Source: an optimization exercise on an open RTL-to-GDS flow (aim: small area, a short achievable clock period and few clock cycles). Production flows keep margins and buffers that such runs may drop. At most, simulation tests tie the RTL to the original design; equivalence was not proved. Power is estimated from default activity; no workload was simulated.

## P
==> flow/design.v <==
module ALU(
    input [31:0] a,
    input [31:0] b,
    input sub,
    input selL,
    input f_and,
    input f_or,
    input f_xor,
    input f_nor,
    input f_slt,
    output [31:0] y
);
    wire [31:0] bx = b ^ {32{sub}};
    wire [31:0] sum = a + bx + {31'd0, sub};
    wire lt = (a[31] ^ b[31]) ? a[31] : sum[31];
    wire [31:0] lg = ({32{f_and}} & (a & b)) |
                     ({32{f_or}}  & (a | b)) |
                     ({32{f_xor}} & (a ^ b)) |
                     ({32{f_nor}} & ~(a | b));
    assign y[31:1] = selL ? lg[31:1] : sum[31:1];
    assign y[0] = f_slt ? lt : (selL ? lg[0] : sum[0]);
endmodule
module Registers(
    input clk,
    input rst,
    input [4:0] ra1,
    input [4:0] ra2,
    input en1,
    input en2,
    input [4:0] wa,
    input [31:0] wd,
    input we,
    output reg [31:0] rd1,
    output reg [31:0] rd2
);
    reg [31:0] regs [0:31];
    reg [31:0] valid;
    integer k;
    genvar i;
    generate
        for (i = 0; i < 32; i = i + 1) begin : row
            always @(posedge clk)
                if (we && wa == i)
                    regs[i] <= wd;
        end
    endgenerate
    always @(posedge clk, posedge rst)
        if (rst)
            valid <= 32'd0;
        else if (we)
            valid[wa] <= 1'b1;
    wire [1:0] h1 = 2'd1 << ra1[4];
    wire [15:0] l1 = 16'd1 << ra1[3:0];
    wire [1:0] h2 = 2'd1 << ra2[4];
    wire [15:0] l2 = 16'd1 << ra2[3:0];
    reg [31:0] g1 [0:1];
    reg [31:0] g2 [0:1];
    integer j;
    always @(*) begin
        for (j = 0; j < 2; j = j + 1) begin
            g1[j] = 32'd0; g2[j] = 32'd0;
            for (k = 0; k < 16; k = k + 1) begin
                g1[j] = g1[j] | ({32{l1[k] & valid[16*j+k]}} & regs[16*j+k]);
                g2[j] = g2[j] | ({32{l2[k] & valid[16*j+k]}} & regs[16*j+k]);
            end
        end
        rd1 = ({32{h1[0] & en1}} & g1[0]) | ({32{h1[1] & en1}} & g1[1]);
        rd2 = ({32{h2[0] & en2}} & g2[0]) | ({32{h2[1] & en2}} & g2[1]);
    end
endmodule
module CPU(
    input clk,
    input rst,
    output [7:0] mem_addr,
    output [31:0] mem_wdata,
    output mem_we,
    input [31:0] mem_rdata
);
    reg  [7:0] addr_q;    
    reg        data_q;    
    reg        dload_q;   
    reg  [4:0] lrd_d_q;   
    reg        lwb_q;     
    reg  [4:0] lrd_w_q;   
    reg        we_q;
    reg [31:0] wdata_q;
    reg  [5:0] nf_q;      
    reg        rv_q;      
    reg  [5:0] rpc_q;     
    reg        rpred_q;   
    reg        btb_v;
    reg  [5:0] btb_pc, btb_tgt;
    reg        e_v;
    reg        e_wr;      
    reg        e_lw, e_sw, e_br, e_bne;
    reg  [4:0] e_rd, e_rs, e_rt;
    reg        e_urs, e_urt;
    reg        e_sub, e_selL, e_and, e_or, e_xor, e_nor, e_slt;
    reg        e_fa, e_fb;    
    reg  [5:0] e_tgt;     
    reg        e_mis;     
    reg        e_ceq;     
    reg  [9:0] e_imm;     
    reg [31:0] e_a, e_b;
    reg        w_v;
    reg  [4:0] w_rd;
    reg [31:0] r_q;
    wire [31:0] ins = mem_rdata;
    wire [5:0] op = ins[31:26];
    wire [5:0] fn = ins[5:0];
    wire [4:0] rs = ins[25:21];
    wire [4:0] rt = ins[20:16];
    wire d_r   = op == 6'b000000;
    wire d_i   = ~op[5] & op[3];
    wire d_lw  = op == 6'b100011;
    wire d_sw  = op == 6'b101011;
    wire d_beq = op == 6'b000100;
    wire d_bne = op == 6'b000101;
    wire d_j   = op == 6'b000010;
    wire d_br  = d_beq | d_bne;
    wire d_wr  = d_r | d_i;
    wire d_urs = d_r | d_i | d_lw | d_sw | d_br;
    wire d_urt = d_r | d_sw | d_br;
    wire [4:0] d_rd = d_r ? ins[15:11] : rt;
    wire d_sub = d_r & (fn == 6'b100010 || fn == 6'b101010) | (op == 6'b001010);
    wire d_and = d_r & (fn == 6'b100100) | (op == 6'b001100);
    wire d_or  = d_r & (fn == 6'b100101) | (op == 6'b001101);
    wire d_xor = d_r & (fn == 6'b100110) | (op == 6'b001110);
    wire d_nor = d_r & (fn == 6'b100111);
    wire d_slt = d_r & (fn == 6'b101010) | (op == 6'b001010);
    wire d_selL = d_and | d_or | d_xor | d_nor | d_slt;
    wire [5:0] d_pc1 = rpc_q + 6'd1;
    wire [5:0] d_btgt = d_j ? ins[5:0] : d_pc1 + ins[5:0];
    wire d_back = d_br & ins[15] & ~rpred_q;
    wire d_pred = rpred_q | d_back;
    wire [5:0] d_tgt = d_pred ? d_pc1 : d_btgt;
    wire d_mis = d_br ? 1'b0 : (d_j ? ~d_pred : d_pred);
    wire d_ceq = d_bne ? d_pred : ~d_pred;
    wire [31:0] a = e_fa ? r_q : e_a;
    wire [31:0] b = e_fb ? r_q : e_b;
    wire [31:0] res;
    ALU alu (.a(a), .b(b), .sub(e_sub), .selL(e_selL), .f_and(e_and), .f_or(e_or),
             .f_xor(e_xor), .f_nor(e_nor), .f_slt(e_slt), .y(res));
    wire eq = a == b;
    wire [9:0] daddr = a[9:0] + e_imm;
    wire lhaz = dload_q & ((e_urs & (e_rs == lrd_d_q)) |
                           (e_urt & (e_rt == lrd_d_q)) |
                           (e_wr  & (e_rd == lrd_d_q)));
    wire hold = lwb_q | (e_v & lhaz);
    wire ex = e_v & ~hold;
    wire redirect = ex & (e_mis | (e_br & (eq == e_ceq)));
    wire [5:0] fa = addr_q[5:0];
    wire near = ~data_q & (e_tgt == fa);
    wire refetch = redirect & ~near;
    wire memop = ex & (e_lw | e_sw);
    wire hit = btb_v & ~data_q & (fa == btb_pc);
    wire [5:0] seq = data_q ? nf_q : (hit ? btb_tgt : fa + 6'd1);
    wire d_redir = rv_q & d_back & ~hold & ~redirect;
    wire [5:0] resume = refetch ? e_tgt :
                        (rv_q & hold) ? rpc_q :
                        d_redir ? d_btgt : seq;
    assign mem_addr  = addr_q;
    assign mem_we    = we_q;
    assign mem_wdata = wdata_q;
    wire [31:0] rfa, rfb;
    wire byp_a = w_v & (w_rd == rs);
    wire byp_b = w_v & (w_rd == rt);
    wire en_a = ~hold & ~byp_a;
    wire en_b = ~hold & ~byp_b & ~d_i;
    wire fix_a = lwb_q & e_urs & (e_rs == lrd_w_q);
    wire fix_b = lwb_q & e_urt & (e_rt == lrd_w_q);
    wire [31:0] se = {{16{ins[15]}}, ins[15:0]};
    wire [31:0] oth_a = hold ? (fix_a ? mem_rdata : a) : r_q;
    wire [31:0] oth_b = hold ? (fix_b ? mem_rdata : b) : (d_i ? se : r_q);
    Registers rf (.clk(clk), .rst(rst), .ra1(rs), .ra2(rt), .en1(en_a), .en2(en_b),
                  .wa(w_rd), .wd(r_q), .we(w_v), .rd1(rfa), .rd2(rfb));
    wire [31:0] a_next = rfa | (oth_a & {32{~en_a}});
    wire [31:0] b_next = rfb | (oth_b & {32{~en_b}});
    always @(posedge clk, posedge rst) begin
        if (rst) begin
            addr_q  <= 8'd0;
            data_q  <= 1'b0;
            dload_q <= 1'b0;
            lwb_q   <= 1'b0;
            we_q    <= 1'b0;
            rv_q    <= 1'b0;
            e_v     <= 1'b0;
            w_v     <= 1'b0;
            btb_v   <= 1'b0;
        end else begin
            addr_q  <= memop ? daddr[9:2] : {2'b00, resume};
            data_q  <= memop;
            dload_q <= ex & e_lw;
            we_q    <= ex & e_sw;
            lwb_q   <= dload_q;
            rv_q    <= ~data_q & ~refetch & ~d_redir;
            w_v     <= lwb_q | (ex & e_wr);
            if (!hold)
                e_v <= rv_q & ~redirect;
            if (d_redir)
                btb_v <= 1'b1;
        end
    end
    always @(posedge clk) begin
        nf_q    <= resume;
        rpc_q   <= fa;
        rpred_q <= hit;
        lrd_d_q <= e_rd;
        lrd_w_q <= lrd_d_q;
        wdata_q <= b;
        r_q     <= lwb_q ? mem_rdata : res;
        w_rd    <= lwb_q ? lrd_w_q : e_rd;
        e_a     <= a_next;
        e_b     <= b_next;
        if (d_redir) begin
            btb_pc  <= rpc_q;
            btb_tgt <= d_btgt;
        end
        if (hold) begin
            e_fa <= 1'b0;
            e_fb <= 1'b0;
        end else begin
            e_fa   <= e_v & e_wr & (e_rd == rs);
            e_fb   <= e_v & e_wr & (e_rd == rt) & ~d_i;
            e_imm  <= ins[9:0];
            e_rs   <= rs;
            e_rt   <= rt;
            e_rd   <= d_rd;
            e_urs  <= d_urs;
            e_urt  <= d_urt;
            e_wr   <= d_wr;
            e_lw   <= d_lw;
            e_sw   <= d_sw;
            e_br   <= d_br;
            e_bne  <= d_bne;
            e_sub  <= d_sub;
            e_selL <= d_selL;
            e_and  <= d_and;
            e_or   <= d_or;
            e_xor  <= d_xor;
            e_nor  <= d_nor;
            e_slt  <= d_slt;
            e_tgt  <= d_tgt;
            e_mis  <= d_mis;
            e_ceq  <= d_ceq;
        end
    end
endmodule
Settings: LEC_CHECK=0, CAP_MARGIN=20, CORE_MARGIN=2, CORE_UTILIZATION=50, CTS_BUF_LIST=sky130_fd_sc_hd__clkbuf_8, SLEW_MARGIN=20; clock period 12.0 ns.
standard.sh (not shown) runs the stock make flow with config.mk's settings and CLKGATE_MAP_FILE= SYNTH_SCRIPT=/design/flow/synth_recipe.tcl, a recipe that flattens the netlist after the stock synthesis.
==> flow/flow/run.sh <==
#!/bin/bash
# Standard ORFS layout, with the timing repair steps aiming for 8 ns of
# setup slack at the design's 12 ns clock (the design's constraints are
# unchanged; only how hard the repair works).
set -euo pipefail
bash standard.sh SETUP_SLACK_MARGIN=8 finish > standard_finish.log 2>&1
The final layout from P, which completed every stage, passed the timing, DRC and antenna checks at the end of the flow.
[inputs] Q vs P
--- a/flow/design.v
+++ b/flow/design.v
@@ -48,25 +48,28 @@
         if (rst)
             valid <= 32'd0;
         else if (we)
             valid[wa] <= 1'b1;
-    wire [1:0] h1 = 2'd1 << ra1[4];
-    wire [15:0] l1 = 16'd1 << ra1[3:0];
-    wire [1:0] h2 = 2'd1 << ra2[4];
-    wire [15:0] l2 = 16'd1 << ra2[3:0];
-    reg [31:0] g1 [0:1];
-    reg [31:0] g2 [0:1];
+    wire [3:0] h1 = 4'd1 << ra1[4:3];
+    wire [7:0] l1 = 8'd1 << ra1[2:0];
+    wire [3:0] h2 = 4'd1 << ra2[4:3];
+    wire [7:0] l2 = 8'd1 << ra2[2:0];
+    reg [31:0] g1 [0:3];
+    reg [31:0] g2 [0:3];
     integer j;
     always @(*) begin
-        for (j = 0; j < 2; j = j + 1) begin
+        for (j = 0; j < 4; j = j + 1) begin
             g1[j] = 32'd0; g2[j] = 32'd0;
-            for (k = 0; k < 16; k = k + 1) begin
-                g1[j] = g1[j] | ({32{l1[k] & valid[16*j+k]}} & regs[16*j+k]);
-                g2[j] = g2[j] | ({32{l2[k] & valid[16*j+k]}} & regs[16*j+k]);
+            for (k = 0; k < 8; k = k + 1) begin
+                g1[j] = g1[j] | ({32{l1[k] & valid[8*j+k]}} & regs[8*j+k]);
+                g2[j] = g2[j] | ({32{l2[k] & valid[8*j+k]}} & regs[8*j+k]);
             end
         end
-        rd1 = ({32{h1[0] & en1}} & g1[0]) | ({32{h1[1] & en1}} & g1[1]);
-        rd2 = ({32{h2[0] & en2}} & g2[0]) | ({32{h2[1] & en2}} & g2[1]);
+        rd1 = 32'd0; rd2 = 32'd0;
+        for (j = 0; j < 4; j = j + 1) begin
+            rd1 = rd1 | ({32{h1[j] & en1}} & g1[j]);
+            rd2 = rd2 | ({32{h2[j] & en2}} & g2[j]);
+        end
     end
 endmodule
 module CPU(
     input clk,
@@ -97,8 +100,11 @@
     reg        e_urs, e_urt;
     reg        e_sub, e_selL, e_and, e_or, e_xor, e_nor, e_slt;
     reg        e_fa, e_fb;    
     reg  [5:0] e_tgt;     
+    reg  [5:0] e_btgt;    
+    reg  [5:0] e_pc;
+    reg        e_back;    
     reg        e_mis;     
     reg        e_ceq;     
     reg  [9:0] e_imm;     
     reg [31:0] e_a, e_b;
@@ -151,8 +157,9 @@
     wire redirect = ex & (e_mis | (e_br & (eq == e_ceq)));
     wire [5:0] fa = addr_q[5:0];
     wire near = ~data_q & (e_tgt == fa);
     wire refetch = redirect & ~near;
+    wire taken_back = ex & e_br & e_back & (eq ^ e_bne);
     wire memop = ex & (e_lw | e_sw);
     wire hit = btb_v & ~data_q & (fa == btb_pc);
     wire [5:0] seq = data_q ? nf_q : (hit ? btb_tgt : fa + 6'd1);
     wire d_redir = rv_q & d_back & ~hold & ~redirect;
@@ -196,9 +203,9 @@
             rv_q    <= ~data_q & ~refetch & ~d_redir;
             w_v     <= lwb_q | (ex & e_wr);
             if (!hold)
                 e_v <= rv_q & ~redirect;
-            if (d_redir)
+            if (taken_back)
                 btb_v <= 1'b1;
         end
     end
     always @(posedge clk) begin
@@ -211,11 +218,11 @@
         r_q     <= lwb_q ? mem_rdata : res;
         w_rd    <= lwb_q ? lrd_w_q : e_rd;
         e_a     <= a_next;
         e_b     <= b_next;
-        if (d_redir) begin
-            btb_pc  <= rpc_q;
-            btb_tgt <= d_btgt;
+        if (taken_back) begin
+            btb_pc  <= e_pc;
+            btb_tgt <= e_btgt;
         end
         if (hold) begin
             e_fa <= 1'b0;
             e_fb <= 1'b0;
@@ -240,8 +247,11 @@
             e_xor  <= d_xor;
             e_nor  <= d_nor;
             e_slt  <= d_slt;
             e_tgt  <= d_tgt;
+            e_btgt <= d_btgt;
+            e_pc   <= rpc_q;
+            e_back <= ins[15];
             e_mis  <= d_mis;
             e_ceq  <= d_ceq;
         end
     end
[summary]
Max sequential-to-total area share from yosys stat across P and Q: P. P → Q: maximum achievable frequency now smaller; power climbed about 4.3%; area occupied by multi-input gates went up 640 µm²; multi-input logic portion of the cell area fell by 0.33 points. Q ends up with higher final standard cell utilization of the core than P does.
Testbench counts of Q, summed over its fixed seeds: cycles 23,353.
The RTL of P was laid out without a check of its function.

========
## maple
Starts from the design.v that is shown in full above.
==> flow/config.mk <==
export PLATFORM = sky130hd
export DESIGN_NAME = CPU
export DESIGN_NICKNAME = CPU
export VERILOG_FILES = /design/flow/design.v
export SDC_FILE = /design/flow/constraint.sdc
export NUM_CORES = 8
export LEC_CHECK = 0
export CAP_MARGIN = 20
export CORE_MARGIN = 2
export CORE_UTILIZATION = 60
export CTS_BUF_LIST = sky130_fd_sc_hd__clkbuf_8
export CTS_CLUSTER_DIAMETER = 60
export CTS_CLUSTER_SIZE = 16
export SLEW_MARGIN = 20
==> flow/constraint.sdc <==
create_clock -name core_clock -period 12.0 [get_ports {clk}]
set_input_delay 2.4000 -clock core_clock [delete_from_list [all_inputs] [get_ports {clk}]]
set_output_delay 2.4000 -clock core_clock [all_outputs]
set_load 0.01 [all_outputs]
Scripts as last shown in full above: flow/flow/run.sh
Modified inputs, cedar compared to maple
-- flow/design.v --
<<< maple, line 50
        else if (we)
            valid[wa] <= 1'b1;
    wire [1:0] h1 = 2'd1 << ra1[4];
    wire [15:0] l1 = 16'd1 << ra1[3:0];
    wire [1:0] h2 = 2'd1 << ra2[4];
    wire [15:0] l2 = 16'd1 << ra2[3:0];
    reg [31:0] g1 [0:1];
    reg [31:0] g2 [0:1];
    integer j;
    always @(*) begin
        for (j = 0; j < 2; j = j + 1) begin
            g1[j] = 32'd0; g2[j] = 32'd0;
            for (k = 0; k < 16; k = k + 1) begin
                g1[j] = g1[j] | ({32{l1[k] & valid[16*j+k]}} & regs[16*j+k]);
                g2[j] = g2[j] | ({32{l2[k] & valid[16*j+k]}} & regs[16*j+k]);
            end
        end
        rd1 = ({32{h1[0] & en1}} & g1[0]) | ({32{h1[1] & en1}} & g1[1]);
        rd2 = ({32{h2[0] & en2}} & g2[0]) | ({32{h2[1] & en2}} & g2[1]);
    end
endmodule
>>> cedar, line 50
        else if (we)
            valid[wa] <= 1'b1;
    wire [3:0] h1 = 4'd1 << ra1[4:3];
    wire [7:0] l1 = 8'd1 << ra1[2:0];
    wire [3:0] h2 = 4'd1 << ra2[4:3];
    wire [7:0] l2 = 8'd1 << ra2[2:0];
    reg [31:0] g1 [0:3];
    reg [31:0] g2 [0:3];
    integer j;
    always @(*) begin
        for (j = 0; j < 4; j = j + 1) begin
            g1[j] = 32'd0; g2[j] = 32'd0;
            for (k = 0; k < 8; k = k + 1) begin
                g1[j] = g1[j] | ({32{l1[k] & valid[8*j+k]}} & regs[8*j+k]);
                g2[j] = g2[j] | ({32{l2[k] & valid[8*j+k]}} & regs[8*j+k]);
            end
        end
        rd1 = 32'd0; rd2 = 32'd0;
        for (j = 0; j < 4; j = j + 1) begin
            rd1 = rd1 | ({32{h1[j] & en1}} & g1[j]);
            rd2 = rd2 | ({32{h2[j] & en2}} & g2[j]);
        end
    end
endmodule
Findings:
Proportion of power drawn by the clock network (lower): cedar
Compared with maple, in cedar sequential power roughly the same; time the worst path needs with I/O delays and setup lost 0.17 ns; final-layout fill cell count saw an increase; sum of routed wire length over all layers closely matched the old numbers.
cedar vs maple: share of the clock period used by the worst path after layout down in cedar
Against maple, cedar comes in 3 higher on antenna diode instance count.
Diff cedar..maple | total DRC errors in the routed layout | negligible
On cedar: number of library cell types mapped by synthesis is about 30% higher than what maple gave.
cedar improves on maple in worst setup slack.
Number of cells on the worst reg-to-reg path for cedar: 3 down relative to maple
The wire length of the first global-routing pass in cedar was lower than what maple gave.
Summary — critical path depth, cedar relative to maple: lower, by 5.
Placed wire-length estimate after detailed placement ends up higher on cedar.
Testbench counts of cedar, summed over its fixed seeds: cycles 23,353.
The RTL of maple was laid out without a check of its function.

-- port drivers added, routing unchanged --
In the flow no input, the clock included, has a driving cell. The finished layouts below were timed again as built, in two steps. Step 1 (the two cells are an assumption about what drives the block):
set clk [get_ports {clk}]
set_driving_cell -lib_cell sky130_fd_sc_hd__clkbuf_16 $clk
set_driving_cell -lib_cell sky130_fd_sc_hd__buf_2 [delete_from_list [all_inputs] $clk]
Step 2 moves the port delays by t, midway between the first and last clock arrival at a register: inputs arrive t later, outputs are due t later. That takes back most of the time a late clock gives input paths. Three values: no drivers, after step 1, after step 2; two values: the first two.
| run | t (ns) | setup slack, ns | worst hold slack (ns) | worst data-port slew with drivers (ns) | pins driven straight from the clock port |
|---|---|---|---|---|---|
| P | 1.020 | 7.698 / 7.740 / 6.719 | 0.415 / 0.415 / 0.415 | 0.06 | 1 |
| Q | 1.040 | 7.637 / 7.660 / 6.620 | 0.387 / 0.387 / 0.387 | 0.08 | 1 |
| maple | 0.909 | 7.695 / 7.695 / 6.958 | 0.434 / 0.434 / 0.434 | 0.06 | 1 |
| cedar | 0.942 | 7.864 / 7.892 / 6.950 | 0.426 / 0.426 / 0.426 | 0.06 | 1 |
After both steps setup and hold are still met in every run listed. For Q, which loses most, drivers alone change the setup slack by +0.023 ns; drivers and shift together by -1.017 ns.
